From an optimization exercise on the open Yosys and OpenROAD flow, aimed at small area and a short achievable clock period; shortcuts taken in it are not production practice. Only simulation tests tie the RTL to the original design; equivalence was not proved. Power figures rest on the tool's default switching activity, not on a simulated workload.

==> run a: inputs <==
==> flow/design.v <==
module zero_cross 
						(input clk,
						input reset,
						input enable,
						input signed [11:0] x,
						output reg flag,
						output     flag_int    
						);
	reg s_anterior, s_atual;
	reg flag_n;
	always @ (posedge clk) begin
		if (enable) begin
			s_atual    <= x[11];
			s_anterior <= s_atual;
			flag       <= s_atual & ~s_anterior;
			flag_n     <= ~(s_atual & ~s_anterior);
		end else begin
			flag   <= 1'b0;
			flag_n <= 1'b1;
		end
	end
	assign flag_int = ~flag_n;
endmodule
module top_level (input clk,
						input reset,
						input signed [11:0] entrada,
						input amostra_pronta,
						output flag,
						output reg ctrl,
						output reg [15:0] cnt,
						output reg [15:0] contagem_final,
						output [24:0] freq
						);
	wire flag_i;    
	zero_cross  cruza_zero     (.clk(clk),
										 .reset(reset),
										 .enable(amostra_pronta),
										 .x(entrada),
										 .flag(flag),
										 .flag_int(flag_i)
										);
	function [16:0] add16;    
		input [15:0] a;
		input [15:0] b;
		input        ci;
		integer i;
		reg c;
		begin
			c = ci;
			for (i = 0; i < 16; i = i + 1) begin
				add16[i] = a[i] ^ b[i] ^ c;
				c = (a[i] & b[i]) | (c & (a[i] ^ b[i]));
			end
			add16[16] = c;
		end
	endfunction
	function [15:0] inc16;    
		input [15:0] a;
		integer i;
		reg c;
		begin
			c = 1'b1;
			for (i = 0; i < 16; i = i + 1) begin
				inc16[i] = a[i] ^ c;
				c = c & a[i];
			end
		end
	endfunction
	wire [15:0] cnt_inc = inc16(cnt);
	always @ (posedge clk) begin
		if (reset) begin
			if (flag_i) ctrl <= ~ctrl;
			if (ctrl) cnt <= cnt_inc;
			else cnt <= 16'd0;
		end else begin
			ctrl <= 1'b0;
			cnt <= 16'd0;
		end
	end
	always @ (posedge clk) begin
		if (reset) begin
			if (ctrl & flag_i) contagem_final <= cnt_inc;
		end
		else contagem_final <= 16'd0;
	end
	reg [15:0] Qb, R;
	reg [9:0]  D;
	reg [10:0] Sb;
	reg [4:0]  Eb;
	reg [6:0]  T;
	wire [11:0] m2  = {inc16({5'd0, cnt_inc[11:1]}), cnt_inc[0]};
	wire [11:0] m2n = ~m2;
	wire [16:0] t1  = add16({5'd0, R[10:0]}, {4'd0, 1'b1, Sb}, 1'b1);           
	wire        c1  = ~t1[12] & (R[15:11] == 5'd0);                             
	wire [16:0] Qbn = add16(Qb, {6'd0, D}, c1);                                 
	wire [16:0] Rn  = add16(c1 ? cnt_inc : {R[15:11], 11'd0}, {{4{t1[11]}}, t1[11:0]}, c1);
	wire [16:0] y2b = add16({3'd0, 2'b11, Sb}, {5'd0, T, 1'b0}, c1);           
	wire        c2a = ~y2b[12];
	wire [16:0] s1b = add16({4'd0, y2b[11:0]}, {4'd0, m2n}, 1'b1);             
	wire        c2b = c2a & ~s1b[11] & (cnt[15:8] == 8'd0);
	wire [16:0] s2b = add16({8'd0, s1b[7:0]}, {8'd0, m2n[7:0]}, 1'b1);         
	wire [10:0] Sbn = c2b ? {3'b111, s2b[7:0]} : (c2a ? s1b[10:0] : y2b[10:0]);
	wire [16:0] Dn  = add16({6'd0, D}, {6'd0, 4'b1111, Eb, ~c2b}, ~c2a);       
	wire [16:0] y3a = add16({9'd0, T}, {8'd0, 2'b11, Eb, ~c2b}, ~c2a);         
	wire [16:0] y3  = add16({8'd0, y3a[7:0]}, {8'd0, 3'b111, Eb}, 1'b1);       
	wire        c3  = y3[7];
	wire [16:0] Ebn = add16({11'd0, Eb}, 16'd0, c3);                            
	wire [16:0] Tn  = add16({9'd0, y3[6:0]}, {9'd0, c3 ? m2[6:0] : 7'd0}, c3);  
	always @ (posedge clk) begin
		if (cnt == 16'd42) begin
			Qb <= ~16'd45454; R <= 16'd24; D <= 10'd1010; Sb <= ~11'd4; Eb <= ~5'd21; T <= 7'd44;
		end else begin
			Qb <= Qbn[15:0]; R <= Rn[15:0]; D <= Dn[9:0]; Sb <= Sbn; Eb <= Ebn[4:0]; T <= Tn[6:0];
		end
	end
	wire        wrap = (cnt == 16'hffff);
	reg  [20:0] f_next;
	always @* begin
		f_next = wrap ? 21'd1 : {5'd0, ~Qb};
		if (cnt[15:6] == 10'd0) begin
			case (cnt[5:0])
				6'd0: f_next = 21'd2000000;
				6'd1: f_next = 21'd1000000;
				6'd2: f_next = 21'd666666;
				6'd3: f_next = 21'd500000;
				6'd4: f_next = 21'd400000;
				6'd5: f_next = 21'd333333;
				6'd6: f_next = 21'd285714;
				6'd7: f_next = 21'd250000;
				6'd8: f_next = 21'd222222;
				6'd9: f_next = 21'd200000;
				6'd10: f_next = 21'd181818;
				6'd11: f_next = 21'd166666;
				6'd12: f_next = 21'd153846;
				6'd13: f_next = 21'd142857;
				6'd14: f_next = 21'd133333;
				6'd15: f_next = 21'd125000;
				6'd16: f_next = 21'd117647;
				6'd17: f_next = 21'd111111;
				6'd18: f_next = 21'd105263;
				6'd19: f_next = 21'd100000;
				6'd20: f_next = 21'd95238;
				6'd21: f_next = 21'd90909;
				6'd22: f_next = 21'd86956;
				6'd23: f_next = 21'd83333;
				6'd24: f_next = 21'd80000;
				6'd25: f_next = 21'd76923;
				6'd26: f_next = 21'd74074;
				6'd27: f_next = 21'd71428;
				6'd28: f_next = 21'd68965;
				6'd29: f_next = 21'd66666;
				6'd30: f_next = 21'd64516;
				6'd31: f_next = 21'd62500;
				6'd32: f_next = 21'd60606;
				6'd33: f_next = 21'd58823;
				6'd34: f_next = 21'd57142;
				6'd35: f_next = 21'd55555;
				6'd36: f_next = 21'd54054;
				6'd37: f_next = 21'd52631;
				6'd38: f_next = 21'd51282;
				6'd39: f_next = 21'd50000;
				6'd40: f_next = 21'd48780;
				6'd41: f_next = 21'd47619;
				6'd42: f_next = 21'd46511;
				default: ;
			endcase
		end
	end
	reg [20:0] freq_r;
	always @ (posedge clk) begin
		if (reset) begin
			if (ctrl & flag_i) freq_r <= f_next;
		end
		else freq_r <= 21'd1;
	end
	assign freq = {4'd0, freq_r};
endmodule
==> flow/flow/run.sh <==
#!/bin/bash
# The standard layout (standard.sh) with four changes:
#  1. after the standard synthesis, its combinational logic is re-mapped by
#     flow/resyn.tcl with each ABC script in flow/abc/ (with and without the
#     standard netlist's adder cells kept), and the smallest result is used.
#     Every flip-flop keeps its instance name and cell type, which is checked,
#     and flow/equiv.ys proves the chosen netlist equivalent to the standard one
#     before the layout goes on;
#  2. the port buffers that global placement inserts are buf_1 cells;
#  3. repair_timing aims at 70 ns of setup slack (a 20 ns period) instead of 0,
#     so that it also speeds up the paths from the inputs and to the outputs,
#     by resizing cells and swapping pins only;
#  4. clock tree synthesis inserts no dummy load cells.
# Each tool's output goes to a log file of its own in this folder.
set -euo pipefail
export BUFFER_PORTS_ARGS="-buffer_cell sky130_fd_sc_hd__buf_1"
export SETUP_SLACK_MARGIN=70
export SETUP_MOVE_SEQUENCE="sizeup,swap"
export CTS_ARGS="-sink_clustering_enable -repair_clock_nets -buf_list sky130_fd_sc_hd__clkbuf_8 -dont_use_dummy_load"
RES=orfs/results/sky130hd/top_level/base
bash standard.sh synth > flow_1_synth.log 2>&1
cp $RES/1_2_yosys.v std_netlist.v
export LIB=$FLOW_HOME/platforms/sky130hd/lib/sky130_fd_sc_hd__tt_025C_1v80.lib
export IN_NETLIST=std_netlist.v TOP=$FLOW_TOP
export DONT_USE_LIST="$(grep -m1 '^abc -script' orfs/logs/sky130hd/top_level/base/1_2_yosys.log | grep -o -- '-dont_use [^ ]*' | sed 's/-dont_use //' | tr '\n' ' ')"
ffs() { grep -oE 'sky130_fd_sc_hd__[a-z]*df[a-z]*_[0-9]+ +[^ ]+' "$1" | sort; }
ffs std_netlist.v > std_ffs.txt
: > resyn_areas.txt
for s in flow/abc/*.abc; do
  for k in 0 1; do
    n=resyn_$(basename $s .abc)_k$k
    if ABC_SCRIPT=$s KEEP_ADDERS=$k OUT_NETLIST=$n.v OUT_STAT=$n.stat yosys -c flow/resyn.tcl > flow_2_$n.log 2>&1 \
       && ffs $n.v | cmp -s - std_ffs.txt; then
      echo "$(grep 'Chip area' $n.stat | awk '{print $NF}') $n" >> resyn_areas.txt
    fi
  done
done
sort -g resyn_areas.txt > resyn_ranked.txt
chosen=""
while read -r area n; do
  sed -e "s#LIBFILE#$LIB#" -e "s#TOPNAME#$FLOW_TOP#g" -e "s#resyn_netlist.v#$n.v#" flow/equiv.ys > equiv_$n.ys
  if yosys equiv_$n.ys > flow_3_equiv_$n.log 2>&1; then chosen=$n; break; fi
done < resyn_ranked.txt
echo "chosen: ${chosen:-standard netlist}" > flow_4_choice.log
if [[ -n "$chosen" ]]; then
  cp $chosen.v $RES/1_2_yosys.v
  rm -f $RES/1_synth.odb $RES/1_synth.sdc
fi
bash standard.sh finish > flow_5_finish.log 2>&1
==> flow/flow/abc/s1.abc <==
strash; dc2; dc2; strash; &get -n; &dch -f; &nf -R 1000; &put; strash; dc2; dc2; &get -n; &dch -f; &nf -R 1000; &put; topo; buffer -N 10; dnsize -c
==> flow/flow/abc/s2.abc <==
strash; dc2; dc2; strash; &get -n; &dch -f; &nf -R 1000; &put; strash; dc2; dc2; &get -n; &dch -f; &nf -R 1000; &put; strash; dc2; dc2; &get -n; &dch -f; &nf -R 1000; &put; topo; buffer -N 10; dnsize -c
==> flow/flow/abc/s3.abc <==
strash; &get -n; &fraig -x; &put; scorr; dc2; dretime; strash; &get -n; &dch -f; &nf -R 1000; &put; strash; dc2; &get -n; &dch -f; &nf -R 1000; &put; topo; buffer -N 10; dnsize -c
==> flow/flow/abc/s4.abc <==
strash; dc2; dc2; strash; &get -n; &dch -f; &nf -R 1000 -F 4 -A 4; &put; strash; dc2; dc2; &get -n; &dch -f; &nf -R 1000 -F 4 -A 4; &put; topo; buffer -N 10; dnsize -c
==> flow/flow/abc/s5.abc <==
strash; dc2; dc2; strash; &get -n; &dch -f; &nf -R 2000; &put; strash; &get -n; &dch -f; &nf -R 2000; &put; topo; buffer -N 10; dnsize -c
==> flow/flow/equiv.ys <==
# Proves that the re-mapped netlist does what the standard synthesis netlist does
# (registers paired by instance name); fails the flow otherwise.
read_liberty -ignore_miss_func LIBFILE
read_verilog std_netlist.v
rename TOPNAME gold
read_verilog resyn_netlist.v
rename TOPNAME gate
flatten gold gate
rename -hide w:_*_.*
rename -hide w:_*_
opt_clean -purge
equiv_make gold gate eq
hierarchy -top eq
equiv_simple -seq 1
equiv_induct
equiv_status -assert
==> flow/flow/resyn.tcl <==
# Re-maps the combinational logic of the standard synthesis netlist with the
# ABC script $ABC_SCRIPT. Every flip-flop instance (name and cell type) is kept
# as the standard synthesis made it; with KEEP_ADDERS=1 its full and half
# adder cells are kept too.
yosys -import
set lib $::env(LIB)
read_liberty -ignore_miss_func $lib
read_verilog $::env(IN_NETLIST)
hierarchy -top $::env(TOP)
set keep {sky130_fd_sc_hd__dfxtp_1 sky130_fd_sc_hd__dfxtp_2 sky130_fd_sc_hd__dfxtp_4 sky130_fd_sc_hd__edfxtp_1 sky130_fd_sc_hd__dfxbp_1 sky130_fd_sc_hd__dfxbp_2 sky130_fd_sc_hd__dfrtp_1 sky130_fd_sc_hd__dfstp_1 sky130_fd_sc_hd__dfrtp_2 sky130_fd_sc_hd__dfrtp_4}
if { $::env(KEEP_ADDERS) } { lappend keep sky130_fd_sc_hd__fa_1 sky130_fd_sc_hd__ha_1 }
foreach m $keep { catch { blackbox $m } }
flatten
yosys rename -hide w:_*_.*
opt_clean
set dont_use {}
foreach c $::env(DONT_USE_LIST) { lappend dont_use -dont_use $c }
abc -script $::env(ABC_SCRIPT) -liberty $lib {*}$dont_use
opt_clean -purge
hilomap -hicell sky130_fd_sc_hd__conb_1 HI -locell sky130_fd_sc_hd__conb_1 LO
splitnets
yosys rename -hide w:_*_.*
opt_clean -purge
tee -o $::env(OUT_STAT) stat -liberty $lib
write_verilog -noattr -nohex -nodec $::env(OUT_NETLIST)
==> flow/standard.sh <==
#!/bin/bash
# synth_recipe.tcl (not shown) runs the flow's synth.tcl, then flattens the netlist and writes it again
# the make line also repeats each setting of config.mk as NAME=value (left out here)
make -C /OpenROAD-flow-scripts/flow DESIGN_CONFIG=/design/flow/config.mk WORK_HOME=/design/flow/orfs CLKGATE_MAP_FILE= SYNTH_SCRIPT=/design/flow/synth_recipe.tcl "${@:-finish}"
==> flow/config.mk <==
export PLATFORM = sky130hd
export DESIGN_NAME = top_level
export DESIGN_NICKNAME = top_level
export VERILOG_FILES = /design/flow/design.v
export SDC_FILE = /design/flow/constraint.sdc
export NUM_CORES = 4
export LEC_CHECK = 0
export ABC_AREA = 1
export CAP_MARGIN = 20
export CORE_MARGIN = 2
export CORE_UTILIZATION = 55
export CTS_BUF_LIST = sky130_fd_sc_hd__clkbuf_8
export SLEW_MARGIN = 20
==> flow/constraint.sdc <==
create_clock -name core_clock -period 90.0 [get_ports {clk}]
set_input_delay 18.0000 -clock core_clock [delete_from_list [all_inputs] [get_ports {clk}]]
set_output_delay 18.0000 -clock core_clock [all_outputs]
set_load 0.01 [all_outputs]
==> inputs of run b, as changes to run a <==
--- a/flow/flow/run.sh
+++ b/flow/flow/run.sh
@@ -1,5 +1,5 @@
 #!/bin/bash
-# The standard layout (standard.sh) with four changes:
+# The standard layout (standard.sh) with three changes:
 #  1. after the standard synthesis, its combinational logic is re-mapped by
 #     flow/resyn.tcl with each ABC script in flow/abc/ (with and without the
 #     standard netlist's adder cells kept), and the smallest result is used.
@@ -7,16 +7,12 @@
 #     and flow/equiv.ys proves the chosen netlist equivalent to the standard one
 #     before the layout goes on;
 #  2. the port buffers that global placement inserts are buf_1 cells;
-#  3. repair_timing aims at 70 ns of setup slack (a 20 ns period) instead of 0,
-#     so that it also speeds up the paths from the inputs and to the outputs,
-#     by resizing cells and swapping pins only;
-#  4. clock tree synthesis inserts no dummy load cells.
+#  3. repair_timing aims at 71 ns of setup slack (a 19 ns period) instead of 0,
+#     so that it also speeds up the paths from the inputs and to the outputs.
 # Each tool's output goes to a log file of its own in this folder.
 set -euo pipefail
 export BUFFER_PORTS_ARGS="-buffer_cell sky130_fd_sc_hd__buf_1"
-export SETUP_SLACK_MARGIN=70
-export SETUP_MOVE_SEQUENCE="sizeup,swap"
-export CTS_ARGS="-sink_clustering_enable -repair_clock_nets -buf_list sky130_fd_sc_hd__clkbuf_8 -dont_use_dummy_load"
+export SETUP_SLACK_MARGIN=71
 RES=orfs/results/sky130hd/top_level/base
 bash standard.sh synth > flow_1_synth.log 2>&1
 cp $RES/1_2_yosys.v std_netlist.v
CORE_UTILIZATION = 70   (was 55)
==> comparison table <==
| item | run a | run b |
|---|---|---|
| Status | finished clean | finished clean |
| Total length of routed met3 wires | 1379 microns | 2473 microns |
| Summed area of non-filler cells in the final layout | 7949 sq um | 8382 sq um |
| Relative slew slack | 56.32% | 47.81% |
| Fraction of area in registers | 31.23% | 30.32% |
| Setup crit end kind | register | output port |
| Post-route clock period utilization | 21.90% | 21.15% |
| Fraction of power consumed by the clock network | 10.1% | 14.0% |
| Crit. path cell count | 6 | 2 |
| Sequential share of power | 26.8% | 24.5% |
| Overall power of the completed layout | 0.3478 mW | 0.3866 mW |
| GRT Util Overall | 28.78% | 40.97% |
| Initial cell density of the core | 55.60% | 71.44% |
| Share of total power consumed by net switching | 44.85% | 47.49% |
| Util after Layout | 60.75% | 82.30% |
| Routed WL | 19,960 microns | 23,790 microns |
| Leakage | 3.107 nW | 3.418 nW |
| Clock-pin slew on the worst setup and hold paths | 70 ps | 80 ps |
| Reg-to-reg slack, setup | 76,850 ps | 76,370 ps |
| # rows | 42 | 37 |

-- separate check: timing with driven ports --
In the flow no input, the clock included, has a driving cell. The finished layouts below were timed again as built, in two steps. Step 1 sets driving cells, clkbuf_16 on the clock port and buf_2 on the other inputs (assumed; they add their load-dependent delay and slew). Step 2 times the ports against the registers' clock, not the clock port: input delays grow and output delays shrink by t, the midpoint of the rising clock arrivals with the driver on. Three values: ideal, step 1, step 2; two values: the first two.
| run | shift t [ns] | setup slack, ns | worst setup path at the end | cell pins on the clock port's net |
|---|---|---|---|---|
| run a | 0.465 | 70.293 / 70.307 / 69.843 | input to register | 1 |
| run b | 0.493 | 70.966 / 70.932 / 70.622 | input to register | 1 |
After both steps setup and hold are still met in every run listed. The setup slack of run a, which loses most, moves by +0.014 ns with the drivers and by -0.450 ns with both steps.
